Source: an optimization exercise on an open RTL-to-GDS flow (aim: small area). Production flows keep margins and buffers that such runs may drop. The RTL was checked by simulation tests, not by an equivalence proof against the original design.

==> run B <==
==> flow/design.v (excerpt) <==
module fir (
    input        clk,
    input        rst_n,
    input        load_sw,
    input  [7:0] data_in,
    input  [7:0] coff_in,
    output [7:0] data_out
);
reg [7:0] coff [0:15];    
reg [7:0] smp  [0:15];    
integer i;
wire [7:0] cd0;
hold u_h0_0 (.l(load_sw), .q(coff[0][0]), .n(coff[1][0]), .d(cd0[0]));
hold u_h0_1 (.l(load_sw), .q(coff[0][1]), .n(coff[1][1]), .d(cd0[1]));
hold u_h0_2 (.l(load_sw), .q(coff[0][2]), .n(coff[1][2]), .d(cd0[2]));
hold u_h0_3 (.l(load_sw), .q(coff[0][3]), .n(coff[1][3]), .d(cd0[3]));
hold u_h0_4 (.l(load_sw), .q(coff[0][4]), .n(coff[1][4]), .d(cd0[4]));
hold u_h0_5 (.l(load_sw), .q(coff[0][5]), .n(coff[1][5]), .d(cd0[5]));
hold u_h0_6 (.l(load_sw), .q(coff[0][6]), .n(coff[1][6]), .d(cd0[6]));
hold u_h0_7 (.l(load_sw), .q(coff[0][7]), .n(coff[1][7]), .d(cd0[7]));
wire [7:0] cd1;
hold u_h1_0 (.l(load_sw), .q(coff[1][0]), .n(coff[2][0]), .d(cd1[0]));
hold u_h1_1 (.l(load_sw), .q(coff[1][1]), .n(coff[2][1]), .d(cd1[1]));
hold u_h1_2 (.l(load_sw), .q(coff[1][2]), .n(coff[2][2]), .d(cd1[2]));
hold u_h1_3 (.l(load_sw), .q(coff[1][3]), .n(coff[2][3]), .d(cd1[3]));
hold u_h1_4 (.l(load_sw), .q(coff[1][4]), .n(coff[2][4]), .d(cd1[4]));
hold u_h1_5 (.l(load_sw), .q(coff[1][5]), .n(coff[2][5]), .d(cd1[5]));
hold u_h1_6 (.l(load_sw), .q(coff[1][6]), .n(coff[2][6]), .d(cd1[6]));
hold u_h1_7 (.l(load_sw), .q(coff[1][7]), .n(coff[2][7]), .d(cd1[7]));
wire [7:0] cd2;
hold u_h2_0 (.l(load_sw), .q(coff[2][0]), .n(coff[3][0]), .d(cd2[0]));
  ...
==> flow/config.mk <==
export PLATFORM = sky130hd
export DESIGN_NAME = fir
export DESIGN_NICKNAME = fir
export VERILOG_FILES = /design/flow/design.v
export SDC_FILE = /design/flow/constraint.sdc
export NUM_CORES = 4
export LEC_CHECK = 0
export ABC_AREA = 1
export CAP_MARGIN = 20
export CORE_MARGIN = 2
export CORE_UTILIZATION = 40
export GPL_TIMING_DRIVEN = 0
export SLEW_MARGIN = 20
export SYNTH_HIERARCHICAL = 1
==> flow/constraint.sdc <==
create_clock -name core_clock -period 7.0 [get_ports {clk}]
set_input_delay 1.4000 -clock core_clock [delete_from_list [all_inputs] [get_ports {clk}]]
set_output_delay 1.4000 -clock core_clock [all_outputs]
set_load 0.01 [all_outputs]
standard.sh (not shown) runs the stock make flow with config.mk's settings and CLKGATE_MAP_FILE= SYNTH_SCRIPT=/design/flow/synth_recipe.tcl, a recipe that flattens the netlist after the stock synthesis.
==> flow/flow/run.sh <==
#!/bin/bash
# Own layout flow: the standard flow (standard.sh) unchanged, except that
# synthesis maps the RTL helper modules onto single cells (cells_map.v):
# sel3 -> a222oi (y = ~(a1&b1 | a2&b2 | a3&b3)), hold -> mux2, dec -> nor2b/and2,
# which ABC does not find on its own.  Registers, their names and cell types are those
# of the standard synthesis.
set -euo pipefail
W=$(pwd)

# synthesis script: synth_recipe.tcl with one techmap step inserted right
# after ORFS's synthesis (while the hierarchy is still kept)
awk -v map="$W/flow/cells_map.v" -v top="$FLOW_TOP" '
  { print }
  /^source .*synth\.tcl/ { print "techmap -map " map " " top; n++ }
  END { if (n != 1) exit 1 }' synth_recipe.tcl > own_synth.tcl

# standard.sh with that synthesis script
sed "s#SYNTH_SCRIPT=[^ ]*synth_recipe.tcl#SYNTH_SCRIPT=$W/own_synth.tcl#" standard.sh > own_standard.sh
grep -q "SYNTH_SCRIPT=$W/own_synth.tcl" own_standard.sh

bash own_standard.sh synth > synth.log 2>&1
grep -q a222oi orfs/results/*/fir/base/1_2_yosys.v
bash own_standard.sh finish > layout.log 2>&1
test -s out/final.def
==> flow/flow/cells_map.v <==
// Map the RTL's small helper modules onto single sky130 cells.

// y = ~((a1 & b1) | (a2 & b2) | (a3 & b3))
(* techmap_celltype = "sel3" *)
module _sel3_to_a222oi (a1, b1, a2, b2, a3, b3, y);
  input a1, b1, a2, b2, a3, b3;
  output y;
  sky130_fd_sc_hd__a222oi_1 _TECHMAP_REPLACE_ (
    .A1(a1), .A2(b1), .B1(a2), .B2(b2), .C1(a3), .C2(b3), .Y(y));
endmodule

// d = l ? q : n
(* techmap_celltype = "hold" *)
module _hold_to_mux2 (l, q, n, d);
  input l, q, n;
  output d;
  sky130_fd_sc_hd__mux2_1 _TECHMAP_REPLACE_ (.A0(n), .A1(q), .S(l), .X(d));
endmodule

// sa = xa & ~xb, sb = ~xa & xb, sab = xa & xb
(* techmap_celltype = "dec" *)
module _dec_to_cells (xa, xb, sa, sb, sab);
  input xa, xb;
  output sa, sb, sab;
  sky130_fd_sc_hd__nor2b_1 a (.A(xb), .B_N(xa), .Y(sa));
  sky130_fd_sc_hd__nor2b_1 b (.A(xa), .B_N(xb), .Y(sb));
  sky130_fd_sc_hd__and2_1 ab (.A(xa), .B(xb), .X(sab));
endmodule
==> run H (differences from run B) <==
- CORE_UTILIZATION: 40 -> 35
- CTS_BUF_LIST: unset -> sky130_fd_sc_hd__clkbuf_4 sky130_fd_sc_hd__clkbuf_8
- PLACE_DENSITY: unset -> 0.45
==> comparison <==
Run B finished clean. Run H produced a clean layout. Against run H, the hold slack of run B is better by 13 ps. Between run B and run H, the lower first-iteration DRC count is in run H (gap 3.9%, measured against run H). In synthesized cell count, run H and run B do not differ. Between run H and run B, the lower via count is in run B (gap 0.42%, measured against run B). Between run B and run H, the lower global-route usage is in run H (gap 1.3 points). In run H the cell count is higher than in run B, by 5.7%. Of run H and run B, run B has the higher maximum frequency (gap about 0.4%, measured against run B).
==> figures <==
item	run H	run B
Run status	finished clean	finished clean
Final weighted congestion in routability-driven placement	0.966	0.966
Highest attainable clock frequency	156 MHz	157 MHz
Number of well taps	1060	940
Met2 Usage GRT	0.442	0.453
Number of placed cells counting well taps	3013	2893
Worst Setup SP	smp[2][3]$_DFF_P_	smp[2][1]$_DFF_P_
Average wire per cell in the routed design	37.4 um	36.4 um
Placed cell area	30000 um^2	29900 um^2
Share of layout cells above drive strength 1	0.0692	0.0428
Slew @ Worst Pin	989 ps	1070 ps
Area of the die	83300 um^2	73100 um^2

## port drivers added, routing unchanged
The results above use ideal ports. As a check the final layouts listed here were re-extracted and re-timed, cells and wires unchanged. Step 1, drivers: a clkbuf_16 drives clk and a buf_2 each remaining input, both assumed. Step 2 adds t to the input delays and takes it off the output delays; t is the mean of the earliest and latest rising clock arrival at the registers after step 1. Input paths then give back, and output paths get back, about the clock's delay inside the block. Three values: no drivers, after step 1, after step 2; two values: the first two.
| run | t (ns) | setup slack, ns | worst setup path at the end |
|---|---|---|---|
| run B | 0.631 | 0.615 / 0.615 / 0.615 | register to register |
| run H | 0.718 | 0.589 / 0.589 / 0.589 | register to register |
After both steps setup and hold are still met in every run listed.
